Optimization exercise on an open flow, not production practice. RTL: at most simulated, not proved equivalent. Power: default activity.

==> design/flow/design.v <==
`timescale 1ns / 1ps
module axi_slave_ram #
(
    parameter C_AXI_ADDR_WIDTH = 9,
    parameter C_AXI_DATA_WIDTH = 32,
    parameter STRB_WIDTH = (C_AXI_DATA_WIDTH/8),
    parameter ID_WIDTH = 1,
    parameter PIPELINE_OUTPUT = 0
)
(
    input  wire                   clk,
    input  wire                   rst,
    input  wire [ID_WIDTH-1:0]    s_axi_awid,
    input  wire [C_AXI_ADDR_WIDTH-1:0]  s_axi_awaddr,
    input  wire [7:0]             s_axi_awlen,
    input  wire [2:0]             s_axi_awsize,
    input  wire [1:0]             s_axi_awburst,
    input  wire                   s_axi_awlock,
    input  wire [3:0]             s_axi_awcache,
    input  wire [2:0]             s_axi_awprot,
    input  wire                   s_axi_awvalid,
    output wire                   s_axi_awready,
    input  wire [C_AXI_DATA_WIDTH-1:0]  s_axi_wdata,
    input  wire [STRB_WIDTH-1:0]  s_axi_wstrb,
    input  wire                   s_axi_wlast,
    input  wire                   s_axi_wvalid,
    output wire                   s_axi_wready,
    output wire [ID_WIDTH-1:0]    s_axi_bid,
    output wire [1:0]             s_axi_bresp,
    output wire                   s_axi_bvalid,
    input  wire                   s_axi_bready,
    input  wire [ID_WIDTH-1:0]    s_axi_arid,
    input  wire [C_AXI_ADDR_WIDTH-1:0]  s_axi_araddr,
    input  wire [7:0]             s_axi_arlen,
    input  wire [2:0]             s_axi_arsize,
    input  wire [1:0]             s_axi_arburst,
    input  wire                   s_axi_arlock,
    input  wire [3:0]             s_axi_arcache,
    input  wire [2:0]             s_axi_arprot,
    input  wire                   s_axi_arvalid,
    output wire                   s_axi_arready,
    output wire [ID_WIDTH-1:0]    s_axi_rid,
    output wire [C_AXI_DATA_WIDTH-1:0]  s_axi_rdata,
    output wire [1:0]             s_axi_rresp,
    output wire                   s_axi_rlast,
    output wire                   s_axi_rvalid,
    input  wire                   s_axi_rready
);
localparam NWORDS = 128;
integer h;
reg [31:0] ra [0:NWORDS/2-1];
reg [31:0] rb [0:NWORDS/2-1];
reg        ph;
wire [31:0] mem [0:NWORDS-1];
genvar gp;
generate
    for (gp = 0; gp < NWORDS/2; gp = gp + 1) begin : g_phys
        assign mem[2*gp]   = ra[gp];
        assign mem[2*gp+1] = rb[gp];
    end
endgenerate
always @(posedge clk)
    ph <= !ph;
reg                wc_v;           
reg [8:0]          wc_addr;
reg [1:0]          wc_size;
reg                wc_fixed;
reg [7:0]          wc_cnt;
reg                wc_last;        
reg [ID_WIDTH-1:0] wc_id;
reg                awq_v;          
reg [8:0]          awq_addr;
reg [1:0]          awq_size;
reg                awq_fixed;
reg [7:0]          awq_len;
reg [ID_WIDTH-1:0] awq_id;
reg [63:0]         wp_pair;
reg [31:0]         wp_data;
reg [3:0]          wp_strb;
reg                wd_v;
reg [7:0]          wd_hi;
reg [7:0]          wd_lo;
reg [31:0]         wd_data;
reg [3:0]          wd_strb;
reg                bvalid_r;       
reg [ID_WIDTH-1:0] bid_r;
reg                bq1_v;
reg [ID_WIDTH-1:0] bq1_id;
reg                awready_r;
reg                wready_r;
assign s_axi_awready = awready_r;
assign s_axi_wready  = wready_r;
assign s_axi_bvalid  = bvalid_r;
assign s_axi_bid     = bid_r;
assign s_axi_bresp   = 2'b00;
wire aw_hs = s_axi_awvalid & awready_r;
wire w_hs  = s_axi_wvalid & wready_r;
wire b_hs  = bvalid_r & s_axi_bready;
wire w_last = wc_last;
wire b_push = w_hs & w_last;
wire w_direct = w_hs & !rst & (wc_addr[2] == ph);
wire w_defer  = w_hs & !rst & (wc_addr[2] != ph);
wire [7:0] w_hi, w_lo;
genvar gd;
generate
    for (gd = 0; gd < 8; gd = gd + 1) begin : g_wdec
        assign w_hi[gd] = (wc_addr[8:6] == gd);
        assign w_lo[gd] = (wc_addr[5:3] == gd);
    end
endgenerate
wire [1:0] awsize_c = (s_axi_awsize > 3'd2) ? 2'd2 : s_axi_awsize[1:0];
wire [8:0] wc_inc = (wc_size == 2'd0) ? 9'd1 : (wc_size == 2'd1) ? 9'd2 : 9'd4;
reg                wc_v_n;
reg [8:0]          wc_addr_n;
reg [1:0]          wc_size_n;
reg                wc_fixed_n;
reg [7:0]          wc_cnt_n;
reg [ID_WIDTH-1:0] wc_id_n;
reg                awq_v_n;
reg                bvalid_n, bq1_v_n;
reg [ID_WIDTH-1:0] bid_n, bq1_id_n;
wire wc_free = !wc_v | b_push;    
always @* begin
    wc_v_n = wc_v; wc_addr_n = wc_addr; wc_size_n = wc_size; wc_fixed_n = wc_fixed;
    wc_cnt_n = wc_cnt; wc_id_n = wc_id;
    awq_v_n = awq_v;
    if (w_hs && !w_last) begin
        if (!wc_fixed) wc_addr_n = wc_addr + wc_inc;
        wc_cnt_n = wc_cnt - 8'd1;
    end
    if (wc_free) begin
        if (awq_v) begin
            wc_v_n = 1'b1; wc_addr_n = awq_addr; wc_size_n = awq_size; wc_fixed_n = awq_fixed;
            wc_cnt_n = awq_len; wc_id_n = awq_id;
            awq_v_n = aw_hs;
        end else if (aw_hs) begin
            wc_v_n = 1'b1; wc_addr_n = s_axi_awaddr; wc_size_n = awsize_c;
            wc_fixed_n = (s_axi_awburst == 2'b00);
            wc_cnt_n = s_axi_awlen; wc_id_n = s_axi_awid;
        end else begin
            wc_v_n = 1'b0;
        end
    end else if (aw_hs) begin
        awq_v_n = 1'b1;
    end
    bvalid_n = bvalid_r; bid_n = bid_r; bq1_v_n = bq1_v; bq1_id_n = bq1_id;
    if (b_hs) begin
        bvalid_n = bq1_v; bid_n = bq1_id; bq1_v_n = 1'b0;
    end
    if (b_push) begin
        if (!bvalid_n) begin
            bvalid_n = 1'b1; bid_n = wc_id;
        end else begin
            bq1_v_n = 1'b1; bq1_id_n = wc_id;
        end
    end
end
always @(posedge clk) begin
    if (rst) begin
        wc_v <= 1'b0;
        awq_v <= 1'b0;
        bvalid_r <= 1'b0;
        bq1_v <= 1'b0;
        awready_r <= 1'b0;
        wready_r <= 1'b0;
    end else begin
        wc_v <= wc_v_n;
        awq_v <= awq_v_n;
        bvalid_r <= bvalid_n;
        bq1_v <= bq1_v_n;
        awready_r <= !awq_v_n;
        wready_r <= wc_v_n && !(wc_cnt_n == 8'd0 && bvalid_n && bq1_v_n) &&
                    !(w_hs && (wc_addr_n[2] == wc_addr[2]));
    end
    wc_addr <= wc_addr_n; wc_size <= wc_size_n; wc_fixed <= wc_fixed_n;
    wc_cnt <= wc_cnt_n; wc_id <= wc_id_n;
    wc_last <= (wc_cnt_n == 8'd0);
    bid_r <= bid_n; bq1_id <= bq1_id_n;
    if (aw_hs) begin
        awq_addr <= s_axi_awaddr; awq_size <= awsize_c; awq_fixed <= (s_axi_awburst == 2'b00);
        awq_len <= s_axi_awlen; awq_id <= s_axi_awid;
    end
    wd_v <= w_defer;
    wd_hi <= w_hi;
    wd_lo <= w_lo;
    wd_data <= s_axi_wdata;
    wd_strb <= s_axi_wstrb;
    for (h = 0; h < 64; h = h + 1)
        wp_pair[h] <= w_direct ? (w_hi[h / 8] & w_lo[h % 8]) : (wd_v & wd_hi[h / 8] & wd_lo[h % 8]);
    if (w_direct) begin
        wp_data <= s_axi_wdata;
        wp_strb <= s_axi_wstrb;
    end else begin
        wp_data <= wd_data;
        wp_strb <= wd_strb;
    end
end
wire [3:0]  ws_strb = wp_strb;
wire [31:0] ws_data = wp_data;
genvar gi, gb, gt;
generate
    for (gi = 0; gi < NWORDS/2; gi = gi + 1) begin : g_pair
        wire [31:0] na;
        for (gb = 0; gb < 4; gb = gb + 1) begin : g_byte
            wire wen, wen_n;
            rm_and2  u_en  (.a(wp_pair[gi]), .b(ws_strb[gb]), .y(wen));
            rm_nand2 u_enn (.a(wp_pair[gi]), .b(ws_strb[gb]), .y(wen_n));
            for (gt = 0; gt < 8; gt = gt + 1) begin : g_bit
                rm_ao22 u_m (.a0(wen), .a1(ws_data[8*gb+gt]), .b0(wen_n), .b1(rb[gi][8*gb+gt]),
                             .y(na[8*gb+gt]));
            end
        end
        always @(posedge clk) begin
            ra[gi] <= na;
            rb[gi] <= ra[gi];
        end
    end
endgenerate
reg                rc_v;
reg [1:0]          rc_off;
reg [1:0]          rc_size;
reg                rc_fixed;
reg [7:0]          rc_cnt;
reg                rc_last;        
reg [ID_WIDTH-1:0] rc_id;
reg                rc_w0;          
reg [31:0]         rs_lo;
reg [3:0]          rs_hi;
reg                arq_v;
reg [8:0]          arq_addr;
reg [1:0]          arq_size;
reg                arq_fixed;
reg [7:0]          arq_len;
reg [ID_WIDTH-1:0] arq_id;
reg                s2_v;
reg                s2_last;
reg [ID_WIDTH-1:0] s2_id;
reg [31:0]         p_n [0:3];
reg                arready_r;
reg                rvalid_r;
wire [31:0]        rdata_r;
wire               rlast_r;
wire [ID_WIDTH-1:0] rid_r;
assign s_axi_arready = arready_r;
assign s_axi_rvalid  = rvalid_r;
assign s_axi_rdata   = rdata_r;
assign s_axi_rlast   = rlast_r;
assign s_axi_rid     = rid_r;
assign s_axi_rresp   = 2'b00;
wire ar_hs    = s_axi_arvalid & arready_r;
wire out_free = !rvalid_r | s_axi_rready;
wire s2_adv   = s2_v & out_free;
wire fetch    = rc_v & (!s2_v | out_free);
wire r_last   = rc_last;
wire rc_free  = !rc_v | (fetch & r_last);
wire [1:0] arsize_c = (s_axi_arsize > 3'd2) ? 2'd2 : s_axi_arsize[1:0];
wire rc_carry = !rc_fixed && ((rc_size == 2'd2) || (rc_size == 2'd1 && rc_off[1]) ||
                              (rc_size == 2'd0 && rc_off == 2'd3));
wire [1:0] rc_off_inc = (rc_size == 2'd0) ? rc_off + 2'd1 : (rc_size == 2'd1) ? rc_off + 2'd2 : rc_off;
wire [8:0] new_addr = arq_v ? arq_addr : s_axi_araddr;
reg [31:0] rs_lo_n;
reg [3:0]  rs_hi_n;
integer q;
always @* begin
    rs_hi_n = rs_hi;
    for (q = 0; q < 16; q = q + 1) begin
        rs_lo_n[2*q]   = rs_lo[2*q+1];
        rs_lo_n[2*q+1] = rs_lo[2*q];
    end
    if (rc_free) begin
        for (q = 0; q < 32; q = q + 1)
            rs_lo_n[q] = ({new_addr[6:3], new_addr[2] ^ !ph} == q);
        for (q = 0; q < 4; q = q + 1)
            rs_hi_n[q] = (new_addr[8:7] == q);
    end else if (fetch && rc_carry) begin
        if (rc_w0) begin
            rs_lo_n = {rs_lo[29:0], rs_lo[31:30]};
            if (rs_lo[31] | rs_lo[30])
                rs_hi_n = {rs_hi[2:0], rs_hi[3]};
        end else begin
            rs_lo_n = rs_lo;
        end
    end
end
reg  [NWORDS-1:0] rsel;
wire [NWORDS-1:0] rsel_n;
genvar gs;
generate
    for (gs = 0; gs < NWORDS; gs = gs + 1) begin : g_rsel
        rm_and2 u (.a(rs_lo_n[gs % 32]), .b(rs_hi_n[gs / 32]), .y(rsel_n[gs]));
    end
endgenerate
always @(posedge clk)
    rsel <= rsel_n;
wire [31:0] p_mux [0:3];
genvar gj, gg, gk;
generate
    for (gk = 0; gk < 4; gk = gk + 1) begin : g_grp
        for (gj = 0; gj < 32; gj = gj + 1) begin : g_rbit
            wire [11:0] l1;    
            wire [2:0]  l2;    
            for (gg = 0; gg < 10; gg = gg + 1) begin : g_l1
                rm_aoi222 u (.a0(mem[32*gk+3*gg][gj]), .s0(rsel[32*gk+3*gg]),
                             .a1(mem[32*gk+3*gg+1][gj]), .s1(rsel[32*gk+3*gg+1]),
                             .a2(mem[32*gk+3*gg+2][gj]), .s2(rsel[32*gk+3*gg+2]), .y(l1[gg]));
            end
            rm_aoi22 u10 (.a0(mem[32*gk+30][gj]), .s0(rsel[32*gk+30]),
                          .a1(mem[32*gk+31][gj]), .s1(rsel[32*gk+31]), .y(l1[10]));
            assign l1[11] = 1'b1;
            rm_nand4 u20 (.a(l1[0]), .b(l1[1]), .c(l1[2]),  .d(l1[3]),  .y(l2[0]));
            rm_nand4 u21 (.a(l1[4]), .b(l1[5]), .c(l1[6]),  .d(l1[7]),  .y(l2[1]));
            rm_nand3 u22 (.a(l1[8]), .b(l1[9]), .c(l1[10]), .y(l2[2]));
            rm_nor3 u3 (.a(l2[0]), .b(l2[1]), .c(l2[2]), .y(p_mux[gk][gj]));
        end
    end
endgenerate
wire [31:0] rdata_d = ~(p_n[0] & p_n[1] & p_n[2] & p_n[3]);
reg  [31:0] rdata_q;
reg         rlast_q;
reg  [ID_WIDTH-1:0] rid_q;
wire [31:0] rdata_nd;
wire        rlast_nd;
wire [ID_WIDTH-1:0] rid_nd;
genvar go;
generate
    for (go = 0; go < 32; go = go + 1) begin : g_rdata
        rm_mux2 u (.s(s2_adv), .a0(rdata_q[go]), .a1(rdata_d[go]), .y(rdata_nd[go]));
    end
    for (go = 0; go < ID_WIDTH; go = go + 1) begin : g_rid
        rm_mux2 u (.s(s2_adv), .a0(rid_q[go]), .a1(s2_id[go]), .y(rid_nd[go]));
    end
endgenerate
rm_mux2 u_rlast (.s(s2_adv), .a0(rlast_q), .a1(s2_last), .y(rlast_nd));
always @(posedge clk) begin
    rdata_q <= rdata_nd;
    rlast_q <= rlast_nd;
    rid_q <= rid_nd;
end
assign rdata_r = rdata_q;
assign rlast_r = rlast_q;
assign rid_r = rid_q;
integer k;
always @(posedge clk) begin
    if (rst) begin
        rc_v <= 1'b0;
        arq_v <= 1'b0;
        s2_v <= 1'b0;
        rvalid_r <= 1'b0;
        arready_r <= 1'b0;
    end else begin
        if (rc_free)
            rc_v <= arq_v | ar_hs;
        if (rc_free)
            arq_v <= 1'b0;
        else if (ar_hs)
            arq_v <= 1'b1;
        arready_r <= !(rc_free ? 1'b0 : (arq_v | ar_hs));
        if (fetch)
            s2_v <= 1'b1;
        else if (s2_adv)
            s2_v <= 1'b0;
        if (s2_adv)
            rvalid_r <= 1'b1;
        else if (s_axi_rready)
            rvalid_r <= 1'b0;
    end
    if (rc_free) begin
        rc_off <= new_addr[1:0];
        if (arq_v) begin
            rc_size <= arq_size; rc_fixed <= arq_fixed; rc_cnt <= arq_len; rc_id <= arq_id;
        end else begin
            rc_size <= arsize_c; rc_fixed <= (s_axi_arburst == 2'b00);
            rc_cnt <= s_axi_arlen; rc_id <= s_axi_arid;
        end
        rc_last <= arq_v ? (arq_len == 8'd0) : (s_axi_arlen == 8'd0);
        rc_w0 <= new_addr[2];
    end else if (fetch) begin
        rc_cnt <= rc_cnt - 8'd1;
        rc_last <= (rc_cnt == 8'd1);
        if (!rc_fixed)
            rc_off <= rc_off_inc;
        if (rc_carry)
            rc_w0 <= !rc_w0;
    end
    rs_lo <= rs_lo_n;
    rs_hi <= rs_hi_n;
    if (ar_hs) begin
        arq_addr <= s_axi_araddr; arq_size <= arsize_c; arq_fixed <= (s_axi_arburst == 2'b00);
        arq_len <= s_axi_arlen; arq_id <= s_axi_arid;
    end
    if (fetch) begin
        for (k = 0; k < 4; k = k + 1)
            p_n[k] <= p_mux[k];
        s2_last <= r_last;
        s2_id <= rc_id;
    end
end
endmodule
module rm_aoi222 (input wire a0, input wire s0, input wire a1, input wire s1,
                  input wire a2, input wire s2, output wire y);
    assign y = ~((a0 & s0) | (a1 & s1) | (a2 & s2));
endmodule
module rm_aoi22 (input wire a0, input wire s0, input wire a1, input wire s1, output wire y);
    assign y = ~((a0 & s0) | (a1 & s1));
endmodule
module rm_nand4 (input wire a, input wire b, input wire c, input wire d, output wire y);
    assign y = ~(a & b & c & d);
endmodule
module rm_nand3 (input wire a, input wire b, input wire c, output wire y);
    assign y = ~(a & b & c);
endmodule
module rm_mux2 (input wire s, input wire a0, input wire a1, output wire y);
    assign y = s ? a1 : a0;
endmodule
module rm_and3 (input wire a, input wire b, input wire c, output wire y);
    assign y = a & b & c;
endmodule
module rm_ao22 (input wire a0, input wire a1, input wire b0, input wire b1, output wire y);
    assign y = (a0 & a1) | (b0 & b1);
endmodule
module rm_and2 (input wire a, input wire b, output wire y);
    assign y = a & b;
endmodule
module rm_nor3 (input wire a, input wire b, input wire c, output wire y);
    assign y = ~(a | b | c);
endmodule
module rm_nand2 (input wire a, input wire b, output wire y);
    assign y = ~(a & b);
endmodule
==> design/flow/flow/run.sh <==
#!/bin/bash
export BUFFER_PORTS_ARGS="-buffer_cell sky130_fd_sc_hd__buf_2"
export MAX_REPAIR_ANTENNAS_ITER_DRT=5
bash standard.sh > standard.log 2>&1
==> design/flow/standard.sh <==
#!/bin/bash
# synth_recipe.tcl (not shown) runs the flow's synth.tcl, then flattens the netlist and writes it again
# the make line also repeats each setting of config.mk as NAME=value (left out here)
make -C /OpenROAD-flow-scripts/flow DESIGN_CONFIG=/design/flow/config.mk WORK_HOME=/design/flow/orfs CLKGATE_MAP_FILE= SYNTH_SCRIPT=/design/flow/synth_recipe.tcl "${@:-finish}"
==> design/flow/config.mk <==
export PLATFORM = sky130hd
export DESIGN_NAME = axi_slave_ram
export DESIGN_NICKNAME = axi_slave_ram
export VERILOG_FILES = /design/flow/design.v
export SDC_FILE = /design/flow/constraint.sdc
export NUM_CORES = 8
export LEC_CHECK = 0
export CAP_MARGIN = 20
export CORE_MARGIN = 2
export CORE_UTILIZATION = 60
export CTS_CLUSTER_DIAMETER = 80
export CTS_CLUSTER_SIZE = 30
export PLACE_DENSITY = 0.7
export SETUP_SLACK_MARGIN = 2.4
export SLEW_MARGIN = 20
export SYNTH_HIERARCHICAL = 1
==> design/flow/constraint.sdc <==
create_clock -name core_clock -period 5.0 [get_ports {clk}]
set_input_delay 1.0000 -clock core_clock [delete_from_list [all_inputs] [get_ports {clk}]]
set_output_delay 1.0000 -clock core_clock [all_outputs]
set_load 0.01 [all_outputs]
==> results.ini, run 1 <==
[clocking]
clockBufferDepth=3
cts_tree=built
cts_buffers=178
worstSkewPairLatency_ns=0.89
clock-sinks=4671
clk_pin_slew_ns=0.11
cts_htree_levels=4
cts_root_buf=clkbuf_16

[power_and_ir_drop]
pwr-share-seq=0.660
switching_share=0.225
p_comb_frac=0.029
p_per_area_nw_per_um2=394
ir_worst_vdd_mv=0.369
fin_total_pwr_mw=59.4
p_leak_nw=54.7
clockPowerShare=0.311
internal_power_mw=46.1
switchingPower_mw=13.4

[timing]
tns_ns=0
maxSlewViolCount=0
slew_headroom=0.163
fin_skew_ns=0.0427
timing.final.ws_setup_ns=2.31
fin_crit_ns=2.69
tightest_slew_ns=1.26
hold_violations=0
period_share=0.538
setup_viol=0
rsz0062_at_grt=false
max_freq_ghz=0.371

[floorplanning]
die_y_microns=487
coreArea_sq_um=232000
io_pins=150
start_util=0.602
dieArea_sq_um=237000
rows=177
die-width_microns=487

[worst_setup_path]
worst_r2r_startpoint=rsel[118]
critPathKind=register to register
critical-path-slowest-cell=nor3_4
worstReg2RegEnd=p_n[3][2]
end_kind=register
crit_chain=a222oi_1 -> nand4_1 -> nor3_4
crit_required_ns=5.59
cpPeakStageDelay_ns=0.74
worstPathMaxFanout=32
rrSetupSlack_ns=2.31
startpoint_type=register
critPathBufInv=0
ff2ff_path_depth=3
arrival_ns=3.28
cp_top_family=simple AND/OR/NAND/NOR gates

[drt]
drt-vias-per-instance=7.32
wl_per_cell_microns=33.0
dr.first_iter.drc_count=17100
ant_nets=0
drc_errors=0
first_pass_iters=12
drt_wl_total_microns=448000
via_count=99400

[synth]
syn_area_per_cell_sq_um=13.9
ys_types=80
synth_commonest_cells=4478 x dfxtp_1, 2049 x a22o_1, 1280 x a222oi_1
yosysSeqAreaShare=0.683
yosysTopAreaCell=dfxtp_1
async_flop_share=0
syn-cell-area_sq_um=140000
yosysMostFrequentCell=dfxtp_1
ys_seq_elements=4671
synth_top_area_share=0.642
synth-warning-count=13
synth_edf_count=193
synthTopCellsByArea=dfxtp_1 64%, a22o_1 13%, a222oi_1 9.2%
ys.flop_type=dfxtp_1
syn_inst=10100

[finish]
drive_above_1_share=0.0917
areaGrowthSynthToFinish_pct=8.03
fin_nets=10600
regArea_sq_um=95700
multiInputGateArea_sq_um=44300
fillers=17200

[place]
place_ws_ns=1.32
port_buffers=128
gp_congestion=0.949
dp_hpwl_microns=291000

[grt]
overflow=0
grt_use_total=0.364
grt_max_degree=80
grt_antenna_before_repair=32
grt_pass1_vias=96800
grt_pass1_wl_microns=651000

[min_path]
hp-start=s_axi_wdata[0]
holdPathEnd=wd_data[0]
hold_class=input port to register
whs_path_depth=1

[outcome]
status=timing/DRC/antenna clean

[flow_run]
maxCapViolCount=0

cells by family (layout without fill, tap and decap cells):
logic type      after synthesis  count (layout)  share of synthesized area
flops                      4671            4671                      0.683
buf+inv                      88             535                    0.00285
fa+ha+maj                     9               9                   0.000842
mux                         104             104                    0.00877
xor+xnor                     20              20                    0.00125
other cells                   1              15                  0.0000268
simple gates               1510            1510                     0.0617
compound gates             3672            3676                      0.241
final cells by class:
type                            count  share of cell area
Tap cell                         3043              0.0252
Multi-Input combinational cell   5323               0.294
Inverter                           30            0.000837
Clock buffer                      227              0.0327
Sequential cell                  4671               0.634
Timing Repair Buffer              256              0.0111
Clock inverter                     22             0.00201
Antenna cell                       11            0.000182
per-layer routing:
layer	track usage	wire [microns]	share of wire	vias up
li1	-	-	-	42400
met1	0.508	183000	0.41	50200
met2	0.537	190000	0.42	5884
met3	0.0822	49600	0.11	894
met4	0.174	24700	0.055	30
met5	0	209	0.00047	-
worst max path at each step:
stage	from	to	slack [ns]	depth (start not counted)
final	rsel[118]	p_n[3][2]	2.31	3
after global routing	ph	wp_pair[4]	2.40	5
after CTS	rsel[117]	p_n[3][23]	2.40	3
after detailed placement	s_axi_rready	rsel[41]	1.32	6
after global placement	s_axi_rready	rsel[113]	1.37	6
after floorplan	s_axi_rready	p_n[0][0]	1.35	3
power groups by stage:
stage / sequential, mW / clock (mW) / combinational, mW
after floorplan: 39.7 / 0 / 0.822
after global placement: 40.0 / 0 / 1.54
after detailed placement: 40.1 / 0 / 1.57
after CTS: 39.2 / 18.5 / 1.61
after global routing: 39.3 / 19.8 / 1.79
final: 39.3 / 18.5 / 1.71
per-module statistics from Yosys, one instance, submodules excluded:
module	flops+latches	copies in the design
rm_ao22	0	2048
rm_nor3	0	128
rm_nand2	0	256
rm_mux2	0	34
rm_aoi222	0	1280
rm_aoi22	0	128
axi_slave_ram	4671	1
rm_nand4	0	256
rm_and2	0	384
rm_nand3	0	128
timing repair:
item	in CTS	in global routing
hold buffers	0	0
buffers inserted	1	2
setup endpoints to repair	173	277
pin swaps	4	12
gates cloned	1	3
resized for setup	52	32
flip-flops by register name, summed over array words and instances, names as in the netlist, 9 cells and up:
signal	flops
rdata_q	32
arq_addr	9
wp_data	32
wd_data	32
wp_pair	64
p_n	128
rb	2048
awq_addr	9
rsel	128
rs_lo	32
wc_addr	9
ra	2048
cell usage in the layout, fill, tap and decap left out, drive strengths merged, types with 27 or more instances in the layout:
master	synthesis	final
dfxtp	4478	4478
a22o	2049	2049
a222oi	1280	1280
nand2	446	446
and2	388	388
nand4	296	296
buf	26	256
clkbuf	32	227
edfxtp	193	193
nand3	139	139
nor3	138	138
a22oi	130	130
o22ai	90	90
mux2i	59	59
o21ai	54	58
mux2	45	45
nor2	35	35
inv	28	35
a21oi	27	27
metrics by stage:
| stage | hold WS (ns) | area [sq um] | utilization | cells |
|---|---|---|---|---|
| final | 0.238 | 151000 | 0.650 | 13600 |
| after global routing | 0.209 | 151000 | 0.650 | 13600 |
| after CTS | 0.201 | 151000 | 0.649 | 13600 |
| after detailed placement | 0.334 | 145000 | 0.625 | 13300 |
| after global placement | 0.333 | 145000 | 0.625 | 13300 |
| after floorplan | 0.330 | 140000 | - | 10100 |
Testbench counts, summed over its fixed seeds: cycles 12,407.
==> run 2, diff against run 1 <==
--- a/design/flow/config.mk
+++ b/design/flow/config.mk
@@ -12,5 +12,5 @@
 export CTS_CLUSTER_SIZE = 30
 export PLACE_DENSITY = 0.7
-export SETUP_SLACK_MARGIN = 2.4
+export SETUP_SLACK_MARGIN = 2.8
 export SLEW_MARGIN = 20
 export SYNTH_HIERARCHICAL = 1
==> run 2 against run 1 <==
Compared with the run above: cell count rose by 1.2%; sequential share of layout area down 1.2 points; critical path depth down 2; still clean on timing, DRC and antenna; utilization rose by 1.3 points; fmax increased by 6.1%; first-iteration DRC count shrank 2.5%; non-clock buffer count increased by 122; largest power group unchanged; clock-buffer cell count increased by 15.
==> results.ini, run 2 <==
[finish]
fillers=16800  ; was 17200
drive_above_1_share=0.114  ; was 0.0917
final_area_sq_um=154000  ; was 151000 sq um
areaGrowthSynthToFinish_pct=10.2  ; was 8.03%
final_util=0.663  ; was 0.650
layout_common_cells=4331 x dfxtp_1, 2049 x a22o_1, 1280 x a222oi_1, 444 x nand2_1, 348 x and2_1  ; was 4353 x dfxtp_1, 2049 x a22o_1, 1280 x a222oi_1, 445 x nand2_1, 386 x and2_1
reg_top3=ra x2048, rb x2048  ; unchanged
fin_nets=10700  ; was 10600
final_common_cell=dfxtp_1  ; unchanged

[timing]
period_share=0.507  ; was 0.538
max_freq_ghz=0.394  ; was 0.371 GHz
maxSlewViolCount=0  ; unchanged
setup_viol=0  ; unchanged
tightest_slew_ns=1.23  ; was 1.26 ns
fin_skew_ns=0.0402  ; was 0.0427 ns
rsz0062_at_grt=true  ; was false
slew_headroom=0.177  ; was 0.163
tns_ns=0  ; unchanged
timing.final.ws_setup_ns=2.46  ; was 2.31 ns
fin_crit_ns=2.54  ; was 2.69 ns
hold_violations=0  ; unchanged

[drt]
drc_errors=0  ; unchanged
drt-vias-per-instance=7.25  ; was 7.32
first_pass_iters=11  ; was 12
wl_per_cell_microns=32.1  ; was 33.0 microns
via_count=99600  ; was 99400
wl_met1_microns=185000  ; was 183000 microns
ant_nets=0  ; unchanged
top_layer=met5  ; unchanged
wl_met3_microns=50900  ; was 49600 microns
dr.first_iter.drc_count=16700  ; was 17100
dr_wl_met2_microns=187000  ; was 190000 microns
drt_wl_total_microns=442000  ; was 448000 microns

[synth]
synthAdderAreaFrac=0.000842  ; unchanged
async_flop_share=0  ; unchanged
ys_types=80  ; unchanged
synth_commonest_cells=4478 x dfxtp_1, 2049 x a22o_1, 1280 x a222oi_1  ; unchanged
synth_top_family_by_area=compound AO/OA/AOI/OAI gates  ; unchanged
synthXorXnorAreaFrac=0.00125  ; unchanged
synth_top_area_share=0.642  ; unchanged
yosysMostFrequentCell=dfxtp_1  ; unchanged
ys.flop_type=dfxtp_1  ; unchanged
syn_inst=10100  ; unchanged
synth_edf_count=193  ; unchanged
synthTopCellsByArea=dfxtp_1 64%, a22o_1 13%, a222oi_1 9.2%  ; unchanged
synth-warning-count=13  ; unchanged
yosysTopAreaCell=dfxtp_1  ; unchanged
synth_compound_gate_area_share=0.241  ; unchanged
synthMuxAreaShare=0.00877  ; unchanged
ys_seq_elements=4671  ; unchanged
yosys.area_share.simple=0.0617  ; unchanged
syn_area_per_cell_sq_um=13.9  ; unchanged
yosysSeqAreaShare=0.683  ; unchanged
syn-cell-area_sq_um=140000  ; unchanged

[worst_setup_path]
critPathBufInv=1  ; was 0
crit_start=arready_r  ; was rsel[118]
endpoint=s_axi_arready  ; was p_n[3][2]
critPathKind=register to primary output  ; was register to register
critical-path-slowest-cell=dfxtp_4  ; was nor3_4
worstReg2RegEnd=rsel[105]  ; was p_n[3][2]
end_kind=primary output  ; was register
startpoint_type=register  ; unchanged
cp_top_family=flip-flops  ; was simple AND/OR/NAND/NOR gates
cpPeakStageDelay_ns=0.49  ; was 0.74 ns
arrival_ns=1.54  ; was 3.28 ns
worst_r2r_startpoint=rc_off[1]  ; was rsel[118]
crit_required_ns=4.00  ; was 5.59 ns
ff2ff_path_depth=9  ; was 3
worstPathMaxFanout=2  ; was 32
rrSetupSlack_ns=2.57  ; was 2.31 ns
path_depth=1  ; was 3
crit_chain=buf_6  ; was a222oi_1 -> nand4_1 -> nor3_4

[floorplanning]
io_pins=150  ; unchanged
start_util=0.602  ; unchanged
die_y_microns=487  ; unchanged
coreArea_sq_um=232000  ; unchanged
die-width_microns=487  ; unchanged
rows=177  ; unchanged
dieArea_sq_um=237000  ; unchanged

[power_and_ir_drop]
p_per_area_nw_per_um2=388  ; was 394 nW/um^2
switchingPower_mw=13.5  ; was 13.4 mW
fin_total_pwr_mw=59.7  ; was 59.4 mW
clockPowerShare=0.309  ; was 0.311
internal_power_mw=46.2  ; was 46.1 mW
ir_worst_vdd_mv=0.304  ; was 0.369 mV
p_leak_nw=55.9  ; was 54.7 nW
pwr-share-seq=0.658  ; was 0.660
switching_share=0.226  ; was 0.225
p_comb_frac=0.033  ; was 0.029

[min_path]
hold_class=input port to register  ; unchanged

[place]
place_ws_ns=1.30  ; was 1.32 ns
placed_area_sq_um=145000  ; about the same
port_buffers=128  ; unchanged
dp_hpwl_microns=282000  ; was 291000 microns
gp_congestion=0.932  ; was 0.949

[clocking]
clk_pin_slew_ns=0.11  ; about the same
clockBufferDepth=3  ; unchanged
cts_buffers=179  ; was 178
ctsHoldBuffers=0  ; unchanged
cts_htree_levels=4  ; unchanged
worstSkewPairLatency_ns=0.90  ; was 0.89 ns
clock-sinks=4671  ; unchanged
cts_tree=built  ; unchanged
cts_root_buf=clkbuf_16  ; unchanged

[grt]
grt_pass1_wl_microns=637000  ; was 651000 microns
overflow=0  ; unchanged
grt_pass1_vias=96500  ; was 96800
grt_max_degree=65  ; was 80
grt_antenna_before_repair=30  ; was 32
grt_use_total=0.353  ; was 0.364

[flow_run]
maxCapViolCount=0  ; unchanged

[outcome]
status=timing/DRC/antenna clean  ; unchanged

## run 2: cell counts after synthesis
No cell type changed its count.
## run 2: layer usage
metal | up-vias | track usage
li1 | 42800 | -
met1 | 50200 | 0.511
met2 | 5848 | 0.514
met3 | 746 | 0.0795
met4 | 24 | 0.134
met5 | - | 0
## run 2: modules after synthesis, one instance, submodules excluded
module / area (sq um) / flip-flops and latches
rm_nand4: 6.26 / 0
rm_nor3: 10.0 / 0
rm_mux2: 15.0 / 0
rm_nand2: 3.75 / 0
rm_aoi222: 10.0 / 0
rm_nand3: 5.00 / 0
rm_ao22: 8.76 / 0
rm_aoi22: 12.5 / 0
axi_slave_ram: 99900 / 4671
rm_and2: 6.26 / 0
## run 2: per-stage QoR
stage / hold WS [ns] / instances
after detailed placement: 0.334 / 13300
after global routing: 0.184 / 13700
after global placement: 0.332 / 13300
after floorplan: 0.330 / 10100
after CTS: 0.164 / 13700
final: 0.212 / 13700
## run 2: cell families (layout without fill, tap and decap cells)
| kind of cell | after synthesis | count (layout) |
|---|---|---|
| muxes | 104 | 104 |
| buffers and inverters | 88 | 680 |
| other | 1 | 20 |
| and+or+nand+nor | 1510 | 1512 |
| adders and majority gates | 9 | 9 |
| xor gates and xnor gates | 20 | 20 |
| DFF | 4671 | 4671 |
| AOI/OAI and AO/OA | 3672 | 3688 |
## run 2: worst min-delay path by stage
| stage | to | cells past startpoint | startpoint | slack (ns) |
|---|---|---|---|---|
| 6_report | wd_data[31] | 1 | s_axi_wdata[31] | 0.21 |
| 5_1_grt | wd_data[31] | 1 | s_axi_wdata[31] | 0.18 |
| 4_1_cts | wd_data[31] | 1 | s_axi_wdata[31] | 0.16 |
| 3_5_place_dp | rb[12][15] | 0 | ra[12][15] | 0.33 |
| 3_3_place_gp | rb[4][12] | 0 | ra[4][12] | 0.33 |
| 2_1_floorplan | rb[0][0] | 0 | ra[0][0] | 0.33 |
## run 2: area by class of cell
cell class                      count  area, sq um  area share
Clock inverter                     27          270     0.00176
Multi-Input combinational cell   5337        45100       0.293
Timing Repair Buffer              378         3720      0.0241
Sequential cell                  4671        95800       0.623
Inverter                           30          151    0.000984
Antenna cell                       16         40.0    0.000260
Tap cell                         3043         3810      0.0247
Clock buffer                      242         5000      0.0325
Timing Repair inverter              3         23.8    0.000154
## run 2: what timing repair did
item,4_1_cts,5_1_grt
setup endpoints to repair,1153,430
gates resized for setup,285,116
pin swaps,62,88
gates cloned,24,7
setup buffers,64,54
## run 2: power groups by stage
stage	combinational, mW	sequential, mW	clock [mW]
after global routing	2.03	39.4	19.8
final	1.96	39.3	18.5
after global placement	1.33	40.1	0
after floorplan	0.826	39.7	0
after detailed placement	1.37	40.2	0
after CTS	1.64	39.3	18.5
==> run 3, diff against run 2 <==
--- a/design/flow/config.mk
+++ b/design/flow/config.mk
@@ -12,5 +12,5 @@
 export CTS_CLUSTER_SIZE = 30
 export PLACE_DENSITY = 0.7
-export SETUP_SLACK_MARGIN = 2.8
+export SETUP_SLACK_MARGIN = 2.6
 export SLEW_MARGIN = 20
 export SYNTH_HIERARCHICAL = 1
==> run 3 against run 2 <==
Compared with the run above: via count down 2.1%; largest cell class unchanged; wire length down 5.2%; cell area down 1.5%; still clean on timing, DRC and antenna; synthesized cell count unchanged.
==> results.ini, run 3 <==
[place]
place_ws_ns=1.32  ; was 1.30 ns
gp_congestion=0.956  ; was 0.932
dp_hpwl_microns=275000  ; was 282000 microns
dp_cells=13300  ; about the same
port_buffers=128  ; unchanged
placed_area_sq_um=145000  ; about the same

[finish]
fin_nets=10600  ; was 10700
fin_cells=13600  ; was 13700
layout_common_cells=4330 x dfxtp_1, 2049 x a22o_1, 1280 x a222oi_1, 444 x nand2_1, 383 x and2_1  ; was 4331 x dfxtp_1, 2049 x a22o_1, 1280 x a222oi_1, 444 x nand2_1, 348 x and2_1
final_area_sq_um=152000  ; was 154000 sq um
areaGrowthSynthToFinish_pct=8.53  ; was 10.2%
fillers=17100  ; was 16800
reg_top3=ra x2048, rb x2048  ; unchanged
final_util=0.653  ; was 0.663
drive_above_1_share=0.0954  ; was 0.114
final_common_cell=dfxtp_1  ; unchanged

[clocking]
clockBufferDepth=3  ; unchanged
cts_htree_levels=4  ; unchanged
clk_pin_slew_ns=0.12  ; was 0.11 ns
cts_tree=built  ; unchanged
cts_root_buf=clkbuf_16  ; unchanged
clock-sinks=4671  ; unchanged
worstSkewPairLatency_ns=0.89  ; was 0.90 ns
cts_buffers=178  ; was 179

[min_path]
hold_class=input port to register  ; unchanged
hp-start=s_axi_wdata[30]  ; was s_axi_wdata[31]
holdPathEnd=wd_data[30]  ; was wd_data[31]
whs_path_depth=1  ; unchanged

[timing]
rsz0062_at_grt=true  ; unchanged
hold_violations=0  ; unchanged
slew_headroom=0.194  ; was 0.177
maxSlewViolCount=0  ; unchanged
setup_viol=0  ; unchanged
tns_ns=0  ; unchanged
period_share=0.496  ; was 0.507
max_freq_ghz=0.403  ; was 0.394 GHz
tightest_slew_ns=1.21  ; was 1.23 ns
holdWs_ns=0.225  ; was 0.212 ns
timing.final.ws_setup_ns=2.52  ; was 2.46 ns
fin_skew_ns=0.0324  ; was 0.0402 ns
fin_crit_ns=2.48  ; was 2.54 ns

[worst_setup_path]
critical-path-slowest-cell=a222oi_1  ; was dfxtp_4
startpoint_type=register  ; unchanged
end_kind=register  ; was primary output
ff2ff_path_depth=3  ; was 9
worstPathMaxFanout=32  ; was 2
cpPeakStageDelay_ns=0.62  ; was 0.49 ns
crit_required_ns=5.61  ; was 4.00 ns
rrSetupSlack_ns=2.52  ; was 2.57 ns
worstReg2RegEnd=p_n[1][28]  ; was rsel[105]
worst_r2r_startpoint=rsel[32]  ; was rc_off[1]
arrival_ns=3.09  ; was 1.54 ns
crit_chain=a222oi_1 -> nand4_1 -> nor3_2  ; was buf_6
critPathKind=register to register  ; was register to primary output

[power_and_ir_drop]
p_per_area_nw_per_um2=391  ; was 388 nW/um^2
p_leak_nw=54.9  ; was 55.9 nW
fin_total_pwr_mw=59.3  ; was 59.7 mW
ir_worst_vdd_mv=0.384  ; was 0.304 mV

[drt]
wl_per_cell_microns=30.8  ; was 32.1 microns
ant_nets=0  ; unchanged
via_count=97500  ; was 99600
drc_errors=0  ; unchanged
drt_wl_total_microns=419000  ; was 442000 microns
first_pass_iters=13  ; was 11
dr.first_iter.drc_count=16100  ; was 16700
drt-vias-per-instance=7.16  ; was 7.25

[synth]
yosysMostFrequentCell=dfxtp_1  ; unchanged
syn_area_per_cell_sq_um=13.9  ; unchanged
synth_top_area_share=0.642  ; unchanged
syn-cell-area_sq_um=140000  ; unchanged
yosysTopAreaCell=dfxtp_1  ; unchanged
synth_commonest_cells=4478 x dfxtp_1, 2049 x a22o_1, 1280 x a222oi_1  ; unchanged
ys.flop_type=dfxtp_1  ; unchanged
synth_edf_count=193  ; unchanged
ys_seq_elements=4671  ; unchanged
synthTopCellsByArea=dfxtp_1 64%, a22o_1 13%, a222oi_1 9.2%  ; unchanged
yosysSeqAreaShare=0.683  ; unchanged
syn_inst=10100  ; unchanged
synth-warning-count=13  ; unchanged
async_flop_share=0  ; unchanged
ys_types=80  ; unchanged

[grt]
grt_pass1_wl_microns=617000  ; was 637000 microns
grt_use_total=0.340  ; was 0.353
grt_max_degree=76  ; was 65
overflow=0  ; unchanged
grt_antenna_before_repair=31  ; was 30
grt_pass1_vias=94400  ; was 96500

[floorplanning]
coreArea_sq_um=232000  ; unchanged
die-width_microns=487  ; unchanged
rows=177  ; unchanged
io_pins=150  ; unchanged
start_util=0.602  ; unchanged
dieArea_sq_um=237000  ; unchanged
die_y_microns=487  ; unchanged

[flow_run]
maxCapViolCount=0  ; unchanged

[outcome]
status=timing/DRC/antenna clean  ; unchanged

run 3: cell counts after synthesis:
Identical to the previous run, type by type.
run 3: critical path, delay by kind of cell, from the launching register on:
kind / cells / cell delay [ns]
flip-flops: 1 / 0.60
AO/OA/AOI/OAI: 1 / 0.62
AND/OR/NAND/NOR: 2 / 0.96
run 3: cells by family (layout without fill, tap and decap cells):
kind of cell / Yosys count / in the layout / synth area share
other: 1 / 31 / 0.0000268
buffers and inverters: 88 / 551 / 0.00285
xor gates and xnor gates: 20 / 20 / 0.00125
muxes: 104 / 104 / 0.00877
adders and majority gates: 9 / 9 / 0.000842
AOI/OAI and AO/OA: 3672 / 3676 / 0.241
and+or+nand+nor: 1510 / 1511 / 0.0617
DFF: 4671 / 4671 / 0.683
run 3: modules after synthesis, one instance, submodules excluded:
module	cells inside	copies in the design	flops+latches
rm_nor3	1	128	0
rm_nand3	1	128	0
rm_aoi222	1	1280	0
rm_nand4	1	256	0
rm_nand2	1	256	0
rm_and2	1	384	0
rm_mux2	1	34	0
rm_aoi22	1	128	0
rm_ao22	1	2048	0
axi_slave_ram	5433	1	4671
run 3: worst max-delay path by stage:
stage,start,to,slack (ns),depth (start not counted)
5_1_grt,arq_v,rsel[40],2.48,5
4_1_cts,rdata_q[25],s_axi_rdata[25],2.57,1
2_1_floorplan,s_axi_rready,p_n[0][0],1.35,3
3_5_place_dp,s_axi_rready,rsel[119],1.32,8
3_3_place_gp,s_axi_rready,rsel[118],1.36,8
6_report,rsel[32],p_n[1][28],2.52,3
run 3: per-layer routing:
metal | share of wire | wire, microns | track usage
met1 | 0.43 | 181000 | 0.501
met2 | 0.42 | 177000 | 0.489
met3 | 0.10 | 43400 | 0.0670
met4 | 0.042 | 17500 | 0.137
met5 | 0.00014 | 57 | 0
run 3: final cells by class:
| cell class | count | area (sq um) | area share |
|---|---|---|---|
| sequential | 4671 | 95700 | 0.632 |
| multi-input combinational | 5324 | 44500 | 0.294 |
| clock buffer | 241 | 4920 | 0.0325 |
| tap | 3043 | 3810 | 0.0251 |
| timing repair buffer | 256 | 2070 | 0.0137 |
| clock inverter | 24 | 320 | 0.00211 |
| inverter | 30 | 133 | 0.000875 |
| antenna | 27 | 67.6 | 0.000446 |
run 3: repair_timing:
action,CTS,global route
cloned,4,3
hold endpoints to repair,0,0
buffers inserted,18,13
pin swaps,9,12
gates resized for setup,146,48
hold buffers,0,0
endpoints found under the setup margin,421,218
run 3: power breakdown:
part	switching (mW)	leakage [nW]	total, mW	internal [mW]
Clock	11.1	2.54	18.4	7.24
Sequential	1.19	37.6	39.4	38.2
Combinational	0.898	14.8	1.51	0.616
==> run 4, diff against run 3 <==
--- a/design/flow/config.mk
+++ b/design/flow/config.mk
@@ -8,8 +8,8 @@
 export CAP_MARGIN = 20
 export CORE_MARGIN = 2
-export CORE_UTILIZATION = 60
+export CORE_UTILIZATION = 55
 export CTS_CLUSTER_DIAMETER = 80
 export CTS_CLUSTER_SIZE = 30
-export PLACE_DENSITY = 0.7
+export PLACE_DENSITY = 0.65
 export SETUP_SLACK_MARGIN = 2.6
 export SLEW_MARGIN = 20
==> run 4 against run 3 <==
Compared with the run above: clock-buffer cell count fell by 13; highest routed layer unchanged; sequential share of layout area fell by 0.53 points; hold slack got worse by 0.011 ns; via count fell by 0.99%; critical path type unchanged; largest cell class unchanged; combinational power rose by 7%.
==> results.ini, run 4 <==
[outcome]
status=timing/DRC/antenna clean  ; unchanged

[floorplanning]
io_pins=150  ; unchanged
die-width_microns=508  ; was 487 microns
start_util=0.552  ; was 0.602
coreArea_sq_um=253000  ; was 232000 sq um
die_y_microns=508  ; was 487 microns
dieArea_sq_um=258000  ; was 237000 sq um
rows=185  ; was 177

[synth]
ys_seq_elements=4671  ; unchanged
synth_commonest_cells=4478 x dfxtp_1, 2049 x a22o_1, 1280 x a222oi_1  ; unchanged
yosysMostFrequentCell=dfxtp_1  ; unchanged
synth_edf_count=193  ; unchanged
yosysTopAreaCell=dfxtp_1  ; unchanged
synthTopCellsByArea=dfxtp_1 64%, a22o_1 13%, a222oi_1 9.2%  ; unchanged
async_flop_share=0  ; unchanged
synth-warning-count=13  ; unchanged
yosysSeqAreaShare=0.683  ; unchanged
synth_top_area_share=0.642  ; unchanged
ys.flop_type=dfxtp_1  ; unchanged
syn_inst=10100  ; unchanged
syn_area_per_cell_sq_um=13.9  ; unchanged
ys_types=80  ; unchanged
syn-cell-area_sq_um=140000  ; unchanged

[drt]
drc_errors=0  ; unchanged
ant_nets=0  ; unchanged
drt-vias-per-instance=6.90  ; was 7.16
dr.first_iter.drc_count=15000  ; was 16100
drt_wl_total_microns=418000  ; was 419000 microns
first_pass_iters=11  ; was 13
wl_per_cell_microns=29.9  ; was 30.8 microns
via_count=96600  ; was 97500

[finish]
reg_top3=ra x2048, rb x2048  ; unchanged
fin_cells=14000  ; was 13600
fillers=19700  ; was 17100
final_common_cell=dfxtp_1  ; unchanged
multiInputGateArea_sq_um=44900  ; was 44500 sq um
areaGrowthSynthToFinish_pct=9.43  ; was 8.53%
fin_nets=10600  ; about the same
drive_above_1_share=0.104  ; was 0.0954
regArea_sq_um=95700  ; about the same
layout_common_cells=4344 x dfxtp_1, 2049 x a22o_1, 1280 x a222oi_1, 444 x nand2_1, 360 x and2_1  ; was 4330 x dfxtp_1, 2049 x a22o_1, 1280 x a222oi_1, 444 x nand2_1, 383 x and2_1

[worst_setup_path]
critical-path-slowest-cell=dfxtp_1  ; was a222oi_1
arrival_ns=3.34  ; was 3.09 ns
end_kind=register  ; unchanged
cpPeakStageDelay_ns=0.70  ; was 0.62 ns
worstPathMaxFanout=5  ; was 32
crit_chain=inv_1 -> mux2_2 -> nand2b_1 -> o22ai_1 -> buf_4 -> and2_4  ; was a222oi_1 -> nand4_1 -> nor3_2
startpoint_type=register  ; unchanged
critPathKind=register to register  ; unchanged
crit_required_ns=5.84  ; was 5.61 ns

[grt]
grt_antenna_before_repair=26  ; was 31
grt_pass1_vias=93100  ; was 94400
grt_use_total=0.309  ; was 0.340
grt_pass1_wl_microns=612000  ; was 617000 microns
overflow=0  ; unchanged
grt_max_degree=130  ; was 76

[timing]
hold_violations=0  ; unchanged
slew_headroom=0.189  ; was 0.194
period_share=0.501  ; was 0.496
fin_skew_ns=0.0365  ; was 0.0324 ns
rsz0062_at_grt=true  ; unchanged
tightest_slew_ns=1.22  ; was 1.21 ns
fin_crit_ns=2.51  ; was 2.48 ns
max_freq_ghz=0.399  ; was 0.403 GHz
tns_ns=0  ; unchanged
setup_viol=0  ; unchanged
maxSlewViolCount=0  ; unchanged

[power_and_ir_drop]
p_per_area_nw_per_um2=389  ; was 391 nW/um^2
p_leak_nw=55.3  ; was 54.9 nW
p_comb_frac=0.027  ; was 0.026
pwr-share-seq=0.663  ; was 0.665
ir_worst_vdd_mv=0.337  ; was 0.384 mV
switchingPower_mw=13.4  ; was 13.2 mW
internal_power_mw=46.1  ; about the same
clockPowerShare=0.310  ; about the same
switching_share=0.226  ; was 0.223

[flow_run]
maxCapViolCount=0  ; unchanged

[clocking]
cts_buffers=180  ; was 178
clock-sinks=4671  ; unchanged
cts_root_buf=clkbuf_16  ; unchanged
cts_htree_levels=4  ; unchanged
ctsHoldBuffers=0  ; unchanged
clockBufferDepth=3  ; unchanged
worstSkewPairLatency_ns=0.91  ; was 0.89 ns
clk_pin_slew_ns=0.11  ; was 0.12 ns
cts_tree=built  ; unchanged

[place]
port_buffers=128  ; unchanged
gp_congestion=0.952  ; was 0.956
dp_cells=13600  ; was 13300
dp_hpwl_microns=278000  ; was 275000 microns

[min_path]
hold_class=input port to register  ; unchanged

[run 4: cell counts after synthesis]
Identical to the previous run, type by type.
[run 4: power groups by stage]
| stage | registers [mW] | logic, mW | clock network, mW |
|---|---|---|---|
| final | 39.4 | 1.61 | 18.5 |
| after global routing | 39.5 | 1.70 | 20.0 |
| after global placement | 40.2 | 1.24 | 0 |
| after CTS | 39.4 | 1.42 | 18.7 |
| after floorplan | 39.7 | 0.825 | 0 |
| after detailed placement | 40.3 | 1.28 | 0 |
[run 4: layout make-up]
class                      count  share of cell area
clock buffer                 228              0.0317
timing repair buffer         303              0.0167
tap                         3366              0.0276
antenna                       14            0.000229
inverter                      30            0.000990
multi-input combinational   5334               0.294
clock inverter                40             0.00293
sequential                  4671               0.626
[run 4: metrics by stage]
step | util | power [mW] | instance area (sq um) | hold slack, ns | setup slack (ns)
3_3_place_gp | 0.574 | 41.4 | 145000 | 0.333 | 1.28
6_report | 0.604 | 59.5 | 153000 | 0.213 | 2.49
5_1_grt | 0.604 | 61.3 | 153000 | 0.176 | 2.50
4_1_cts | 0.600 | 59.5 | 152000 | 0.155 | 2.51
3_5_place_dp | 0.574 | 41.5 | 145000 | 0.336 | 1.19
2_1_floorplan | - | 40.6 | 140000 | 0.330 | 1.35
[run 4: cells by family (layout without fill, tap and decap cells)]
| logic type | after synthesis | count (layout) | share of synthesized area |
|---|---|---|---|
| multiplexers | 104 | 104 | 0.00877 |
| buffers and inverters | 88 | 601 | 0.00285 |
| XOR/XNOR | 20 | 20 | 0.00125 |
| other | 1 | 18 | 0.0000268 |
| flip-flops | 4671 | 4671 | 0.683 |
| AND/OR/NAND/NOR | 1510 | 1512 | 0.0617 |
| AO/OA/AOI/OAI | 3672 | 3685 | 0.241 |
| adder cells (fa/ha/maj) | 9 | 9 | 0.000842 |
[run 4: layer usage]
layer,up-vias,global-route usage,share of wire,wire [microns]
met2,4739,0.451,0.42,177000
met4,10,0.109,0.040,16500
met1,48600,0.461,0.45,187000
met3,563,0.0527,0.091,38000
li1,42600,-,-,-
met5,-,0,0.00015,62
[run 4: path summary, 6_finish.rpt]
check,startpoint,endpoint,slack [ns],cells after the start
setup reg to reg,ph,rsel[33],2.49,6
setup / recovery,ph,rsel[33],2.49,6
hold / removal,s_axi_wstrb[1],wd_strb[1],0.21,1
hold reg to reg,ra[22][10],rb[22][10],0.34,0
[run 4: per-module statistics from Yosys (local to each module, per instance), a selection]
module / flip-flops and latches / cell area [sq um] / cells / times used
axi_slave_ram: 4671 / 99900 / 5433 / 1
rm_mux2: 0 / 15.0 / 1 / 34
rm_ao22: 0 / 8.76 / 1 / 2048
rm_and2: 0 / 6.26 / 1 / 384
rm_nand4: 0 / 6.26 / 1 / 256
rm_nand3: 0 / 5.00 / 1 / 128
rm_nand2: 0 / 3.75 / 1 / 256
[run 4: critical path: cells and delay by family (launching register included)]
kind	cells	cell delay (ns)
AO/OA/AOI/OAI	1	0.33
buffers and inverters	2	0.50
flip-flops	1	0.70
multiplexers	1	0.44
AND/OR/NAND/NOR	2	0.49
[run 4: timing repair]
item,CTS,global route
pin swaps,12,31
setup buffers,27,32
resized for setup,182,82
gates cloned,10,9
setup endpoints to repair,234,1181
==> run 5, diff against run 4 <==
--- a/design/flow/config.mk
+++ b/design/flow/config.mk
@@ -8,8 +8,8 @@
 export CAP_MARGIN = 20
 export CORE_MARGIN = 2
-export CORE_UTILIZATION = 55
+export CORE_UTILIZATION = 70
 export CTS_CLUSTER_DIAMETER = 80
 export CTS_CLUSTER_SIZE = 30
-export PLACE_DENSITY = 0.65
+export PLACE_DENSITY = 0.78
 export SETUP_SLACK_MARGIN = 2.6
 export SLEW_MARGIN = 20
==> run 5 against run 4 <==
Compared with the run above: utilization rose by 16 points; clock-buffer cell count is 18 lower; combinational power rose by 23%; clock skew fell by 0.0055 ns; synthesized area unchanged; hold slack improved by 0.0060 ns; cell count decreased by 5.6%; power shrank 1.5%; critical path depth shrank 2; first-iteration DRC count up 33%.
==> results.ini, run 5 <==
[outcome]
status=timing/DRC/antenna clean  ; unchanged

[finish]
reg_top3=ra x2048, rb x2048  ; unchanged
layout_common_cells=4295 x dfxtp_1, 2049 x a22o_1, 1280 x a222oi_1, 444 x nand2_1, 386 x and2_1  ; was 4344 x dfxtp_1, 2049 x a22o_1, 1280 x a222oi_1, 444 x nand2_1, 360 x and2_1
areaGrowthSynthToFinish_pct=8.26  ; was 9.43%
final_area_sq_um=151000  ; was 153000 sq um
final_common_cell=dfxtp_1  ; unchanged
fin_nets=10600  ; about the same
drive_above_1_share=0.100  ; was 0.104
fin_cells=13200  ; was 14000
final_util=0.764  ; was 0.604

[worst_setup_path]
critPathBufInv=1  ; was 2
critPathKind=register to register  ; unchanged
crit_required_ns=5.58  ; was 5.84 ns
cp_top_family=simple AND/OR/NAND/NOR gates  ; was flip-flops
crit_chain=buf_4 -> a222oi_1 -> nand4_1 -> nor3_4  ; was inv_1 -> mux2_2 -> nand2b_1 -> o22ai_1 -> buf_4 -> and2_4
startpoint_type=register  ; unchanged
critical-path-slowest-cell=nor3_4  ; was dfxtp_1
end_kind=register  ; unchanged
worstPathMaxFanout=13  ; was 5
rrSetupSlack_ns=2.47  ; was 2.49 ns
arrival_ns=3.11  ; was 3.34 ns
cpPeakStageDelay_ns=0.68  ; was 0.70 ns

[timing]
max_freq_ghz=0.395  ; was 0.399 GHz
maxSlewViolCount=0  ; unchanged
setup_viol=0  ; unchanged
hold_violations=0  ; unchanged
tns_ns=0  ; unchanged
timing.final.ws_setup_ns=2.47  ; was 2.49 ns
tightest_slew_ns=1.26  ; was 1.22 ns
fin_crit_ns=2.53  ; was 2.51 ns
slew_headroom=0.161  ; was 0.189
fin_skew_ns=0.0310  ; was 0.0365 ns
holdWs_ns=0.219  ; was 0.213 ns
rsz0062_at_grt=true  ; unchanged
period_share=0.506  ; was 0.501

[place]
place_ws_ns=1.61  ; was 1.19 ns
dp_cells=12900  ; was 13600
gp_congestion=0.956  ; was 0.952
placed_area_sq_um=145000  ; about the same
dp_hpwl_microns=288000  ; was 278000 microns
port_buffers=128  ; unchanged

[drt]
drt_wl_total_microns=458000  ; was 418000 microns
drt-vias-per-instance=7.69  ; was 6.90
dr.first_iter.drc_count=19900  ; was 15000
ant_nets=0  ; unchanged
first_pass_iters=14  ; was 11
wl_per_cell_microns=34.6  ; was 29.9 microns
drc_errors=0  ; unchanged
via_count=102000  ; was 96600

[power_and_ir_drop]
ir_worst_vdd_mv=0.379  ; was 0.337 mV
switchingPower_mw=13.2  ; was 13.4 mW
switching_share=0.225  ; was 0.226
fin_total_pwr_mw=58.6  ; was 59.5 mW
clockPowerShare=0.297  ; was 0.310
internal_power_mw=45.5  ; was 46.1 mW
p_per_area_nw_per_um2=388  ; was 389 nW/um^2
p_comb_frac=0.034  ; was 0.027
pwr-share-seq=0.669  ; was 0.663
p_leak_nw=55.0  ; was 55.3 nW

[synth]
yosysTopAreaCell=dfxtp_1  ; unchanged
ys_seq_elements=4671  ; unchanged
ys.flop_type=dfxtp_1  ; unchanged
syn_area_per_cell_sq_um=13.9  ; unchanged
async_flop_share=0  ; unchanged
ys_types=80  ; unchanged
syn_inst=10100  ; unchanged
yosysMostFrequentCell=dfxtp_1  ; unchanged
yosysSeqAreaShare=0.683  ; unchanged
synth_commonest_cells=4478 x dfxtp_1, 2049 x a22o_1, 1280 x a222oi_1  ; unchanged
synth-warning-count=13  ; unchanged
synth_top_area_share=0.642  ; unchanged
syn-cell-area_sq_um=140000  ; unchanged
synthTopCellsByArea=dfxtp_1 64%, a22o_1 13%, a222oi_1 9.2%  ; unchanged
synth_edf_count=193  ; unchanged

[clocking]
ctsHoldBuffers=0  ; unchanged
cts_buffers=174  ; was 180
cts_htree_levels=4  ; unchanged
cts_tree=built  ; unchanged
worstSkewPairLatency_ns=0.89  ; was 0.91 ns
cts_root_buf=clkbuf_16  ; unchanged
clk_pin_slew_ns=0.12  ; was 0.11 ns
clock-sinks=4671  ; unchanged
clockBufferDepth=3  ; unchanged

[floorplanning]
die-width_microns=451  ; was 508 microns
rows=163  ; was 185
start_util=0.706  ; was 0.552
dieArea_sq_um=203000  ; was 258000 sq um
io_pins=150  ; unchanged
die_y_microns=451  ; was 508 microns
coreArea_sq_um=198000  ; was 253000 sq um

[grt]
grt_antenna_before_repair=52  ; was 26
grt_use_total=0.428  ; was 0.309
grt_pass1_vias=98200  ; was 93100
overflow=0  ; unchanged
grt_pass1_wl_microns=653000  ; was 612000 microns
grt_max_degree=89  ; was 130

[min_path]
hold_class=input port to register  ; unchanged

[flow_run]
maxCapViolCount=0  ; unchanged

==> run 5: cell counts after synthesis <==
Identical to the previous run, type by type.
==> run 5: kinds of logic after synthesis <==
| kind of cell | count (synthesis) | share of synthesized area |
|---|---|---|
| flip-flops | 4671 | 0.683 |
| other | 1 | 0.0000268 |
| buffers and inverters | 88 | 0.00285 |
| XOR/XNOR | 20 | 0.00125 |
| multiplexers | 104 | 0.00877 |
| adder cells (fa/ha/maj) | 9 | 0.000842 |
| AO/OA/AOI/OAI | 3672 | 0.241 |
| AND/OR/NAND/NOR | 1510 | 0.0617 |
==> run 5: repair_timing <==
| action | 4_1_cts | 5_1_grt |
|---|---|---|
| pin swaps | 16 | 25 |
| buffers inserted | 18 | 35 |
| endpoints found under the setup margin | 863 | 861 |
| cloned | 5 | 5 |
| resized for setup | 131 | 95 |
==> run 5: power groups by stage <==
| stage | combinational (mW) | sequential, mW | clock [mW] |
|---|---|---|---|
| 2_1_floorplan | 0.825 | 39.7 | 0 |
| 3_3_place_gp | 1.51 | 40.0 | 0 |
| 3_5_place_dp | 1.56 | 40.1 | 0 |
| 4_1_cts | 1.70 | 39.2 | 17.4 |
| 5_1_grt | 2.02 | 39.3 | 18.7 |
| 6_report | 1.98 | 39.2 | 17.4 |
==> run 5: final cells by class <==
type | instances | area (sq um)
antenna | 31 | 77.6
tap | 2640 | 3300
inverter | 30 | 138
sequential | 4671 | 95800
multi-input combinational | 5325 | 44700
timing repair buffer | 294 | 2570
fill | 12500 | 46600
clock buffer | 210 | 4560
clock inverter | 7 | 71.3
timing repair inverter | 1 | 7.51
==> run 5: modules after synthesis, one instance, submodules excluded, a selection <==
module | copies in the design | cells inside | cell area, sq um
rm_aoi22 | 128 | 1 | 12.5
axi_slave_ram | 1 | 5433 | 99900
rm_nor3 | 128 | 1 | 10.0
rm_nand4 | 256 | 1 | 6.26
rm_and2 | 384 | 1 | 6.26
rm_ao22 | 2048 | 1 | 8.76
==> run 5: path summary, 6_finish.rpt <==
| kind | from | to | cells past startpoint |
|---|---|---|---|
| setup / recovery | rsel[107] | p_n[3][17] | 4 |
| hold reg to reg | ra[43][1] | rb[43][1] | 0 |
| setup reg to reg | rsel[107] | p_n[3][17] | 4 |
| hold / removal | s_axi_wdata[15] | wd_data[15] | 1 |
==> run 5: worst register-to-register path: stages (launching register included) <==
cell,delay [ns]
dfxtp_4,0.45
buf_4,0.21
a222oi_1,0.52
nand4_1,0.37
nor3_4,0.69
==> run 5: layer usage <==
layer  GRT usage  wire, microns  part of all wire  vias up
met4       0.258          31200             0.068       34
li1            -              -                 -    42600
met5           0            222           0.00049        -
met1       0.581         171000              0.37    50300
met3       0.121          63700              0.14     1274
met2       0.610         191000              0.42     7494
==> run 6, diff against run 5 <==
--- a/design/flow/config.mk
+++ b/design/flow/config.mk
@@ -8,8 +8,8 @@
 export CAP_MARGIN = 20
 export CORE_MARGIN = 2
-export CORE_UTILIZATION = 70
+export CORE_UTILIZATION = 65
 export CTS_CLUSTER_DIAMETER = 80
 export CTS_CLUSTER_SIZE = 30
-export PLACE_DENSITY = 0.78
+export PLACE_DENSITY = 0.7
 export SETUP_SLACK_MARGIN = 2.6
 export SLEW_MARGIN = 20
==> run 6 against run 5 <==
Compared with the run above: still clean on timing, DRC and antenna; register-to-register slack better by 0.04 ns; synthesized cell count unchanged; clock-buffer cell count up 11; wire length down 9.0%; sequential power about the same; flip-flop and latch count unchanged; cell count up 1.3%; power up 0.38%; via count down 3.9%; cell area down 0.22%; die area up 7.6%; critical path type unchanged.
==> results.ini, run 6 <==
[finish]
areaGrowthSynthToFinish_pct=8.02  ; was 8.26%
fin_nets=10600  ; about the same
drive_above_1_share=0.0955  ; was 0.100
reg_top3=ra x2048, rb x2048  ; unchanged
layout_common_cells=4334 x dfxtp_1, 2049 x a22o_1, 1280 x a222oi_1, 444 x nand2_1, 387 x and2_1  ; was 4295 x dfxtp_1, 2049 x a22o_1, 1280 x a222oi_1, 444 x nand2_1, 386 x and2_1
final_common_cell=dfxtp_1  ; unchanged
final_area_sq_um=151000  ; about the same

[clocking]
clockBufferDepth=3  ; unchanged
clock-sinks=4671  ; unchanged
clk_pin_slew_ns=0.11  ; was 0.12 ns
cts_tree=built  ; unchanged
worstSkewPairLatency_ns=0.88  ; was 0.89 ns
cts_htree_levels=4  ; unchanged
cts_root_buf=clkbuf_16  ; unchanged
cts_buffers=176  ; was 174

[grt]
grt_pass1_wl_microns=607000  ; was 653000 microns
grt_antenna_before_repair=20  ; was 52
grt_pass1_vias=93300  ; was 98200
grt_max_degree=66  ; was 89
grt_use_total=0.364  ; was 0.428
overflow=0  ; unchanged

[floorplanning]
die-width_microns=468  ; was 451 microns
io_pins=150  ; unchanged
coreArea_sq_um=214000  ; was 198000 sq um
rows=170  ; was 163
dieArea_sq_um=219000  ; was 203000 sq um
die_y_microns=468  ; was 451 microns
start_util=0.652  ; was 0.706

[worst_setup_path]
critPathKind=register to register  ; unchanged
arrival_ns=3.15  ; was 3.11 ns
startpoint_type=register  ; unchanged
worst_r2r_startpoint=rsel[87]  ; was rsel[107]
crit_start=rsel[87]  ; was rsel[107]
worstPathMaxFanout=32  ; was 13
crit_required_ns=5.66  ; was 5.58 ns
end_kind=register  ; unchanged
ff2ff_path_depth=3  ; was 4

[min_path]
hold_class=input port to register  ; unchanged
hp-start=s_axi_wdata[4]  ; was s_axi_wdata[15]
whs_path_depth=1  ; unchanged

[drt]
drc_errors=0  ; unchanged
via_count=97700  ; was 102000
drt_wl_total_microns=416000  ; was 458000 microns
wl_per_cell_microns=31.1  ; was 34.6 microns
drt-vias-per-instance=7.30  ; was 7.69
ant_nets=0  ; unchanged
first_pass_iters=14  ; unchanged
dr.first_iter.drc_count=16100  ; was 19900

[timing]
tns_ns=0  ; unchanged
hold_violations=0  ; unchanged
period_share=0.499  ; was 0.506
max_freq_ghz=0.401  ; was 0.395 GHz
rsz0062_at_grt=true  ; unchanged
slew_headroom=0.176  ; was 0.161
setup_viol=0  ; unchanged
tightest_slew_ns=1.24  ; was 1.26 ns
maxSlewViolCount=0  ; unchanged
fin_crit_ns=2.49  ; was 2.53 ns
fin_skew_ns=0.0393  ; was 0.0310 ns

[place]
dp_hpwl_microns=275000  ; was 288000 microns
gp_congestion=0.937  ; was 0.956
port_buffers=128  ; unchanged
placed_area_sq_um=145000  ; about the same

[synth]
synthTopCellsByArea=dfxtp_1 64%, a22o_1 13%, a222oi_1 9.2%  ; unchanged
synth-warning-count=13  ; unchanged
synth_top_area_share=0.642  ; unchanged
ys_seq_elements=4671  ; unchanged
yosysMostFrequentCell=dfxtp_1  ; unchanged
async_flop_share=0  ; unchanged
yosysTopAreaCell=dfxtp_1  ; unchanged
ys.flop_type=dfxtp_1  ; unchanged
synth_edf_count=193  ; unchanged
syn-cell-area_sq_um=140000  ; unchanged
synth_commonest_cells=4478 x dfxtp_1, 2049 x a22o_1, 1280 x a222oi_1  ; unchanged
syn_inst=10100  ; unchanged
ys_types=80  ; unchanged
syn_area_per_cell_sq_um=13.9  ; unchanged
yosysSeqAreaShare=0.683  ; unchanged

[power_and_ir_drop]
fin_total_pwr_mw=58.9  ; was 58.6 mW
p_per_area_nw_per_um2=390  ; was 388 nW/um^2
p_leak_nw=54.7  ; was 55.0 nW
ir_worst_vdd_mv=0.415  ; was 0.379 mV

[flow_run]
maxCapViolCount=0  ; unchanged

[outcome]
status=timing/DRC/antenna clean  ; unchanged

-- run 6: cell types whose count changed in the layout (fill, tap and decap cells not counted), moves of 7 or more --
cell | before | now
buf_16 | 13 | 1
buf_6 | 30 | 23
dfxtp_1 | 4295 | 4334
dfxtp_2 | 122 | 97
dfxtp_4 | 61 | 47
diode_2 | 31 | 13
nor3_2 | 89 | 117
nor3_4 | 40 | 13
-- run 6: area by class of cell --
class / count / area, sq um
clock inverters: 20 / 189
well taps: 2838 / 3550
fillers: 14800 / 63300
flip-flops and latches: 4671 / 95700
repair buffers: 264 / 1950
diodes: 13 / 32.5
multi-input cells: 5328 / 44500
clock buffers: 221 / 4780
inverters: 30 / 138
repair inverters: 1 / 8.76
-- run 6: path summary, 6_finish.rpt --
path              slack (ns)    endpoint
setup / recovery        2.51  p_n[2][19]
hold / removal          0.24  wd_data[4]
setup reg to reg        2.51  p_n[2][19]
hold reg to reg         0.33  rb[53][21]
-- run 6: kinds of logic after synthesis --
logic type / synth area share
AOI/OAI and AO/OA: 0.241
DFF: 0.683
other: 0.0000268
xor gates and xnor gates: 0.00125
and+or+nand+nor: 0.0617
buffers and inverters: 0.00285
adders and majority gates: 0.000842
muxes: 0.00877
-- run 6: timing repair --
item,CTS,global route
endpoints found under the setup margin,436,162
buffers inserted,7,25
pin swaps,9,25
resized for setup,118,44
cloned,2,8
hold buffers,0,0
-- run 6: per-stage QoR --
stage                      util  setup WS, ns  std cells  hold WS (ns)
after floorplan               -          1.35      10100         0.330
after global placement    0.676          1.44      13100         0.333
after detailed placement  0.676          1.39      13100         0.334
after CTS                 0.701          2.53      13300         0.189
after global routing      0.704          2.55      13400         0.206
final                     0.704          2.51      13400         0.241
-- run 6: where the power goes --
group	switching, mW	internal (mW)	total, mW	leakage, nW
clock	11.0	6.91	17.9	2.43
combinational	0.924	0.605	1.53	14.7
sequential	1.19	38.2	39.4	37.6
-- run 6: per-module statistics from Yosys, one instance, submodules excluded, a selection --
| module | cells | area [sq um] |
|---|---|---|
| rm_nand3 | 1 | 5.00 |
| rm_aoi22 | 1 | 12.5 |
| rm_aoi222 | 1 | 10.0 |
| rm_mux2 | 1 | 15.0 |
| rm_nand4 | 1 | 6.26 |
| rm_nor3 | 1 | 10.0 |
| rm_and2 | 1 | 6.26 |
-- run 6: layer usage --
| layer | vias up | wire length, microns | global-route usage |
|---|---|---|---|
| met5 | - | 15 | 0 |
| met4 | 2 | 14800 | 0.115 |
| met3 | 536 | 47400 | 0.0823 |
| met2 | 5475 | 175000 | 0.529 |
| met1 | 49200 | 179000 | 0.539 |
| li1 | 42500 | - | - |
-- run 6: worst max-delay path: stages (launching register included) --
cell and delay, ns:
dfxtp_2 0.60, a222oi_1 0.80, nand4_1 0.43, nor3_2 0.41
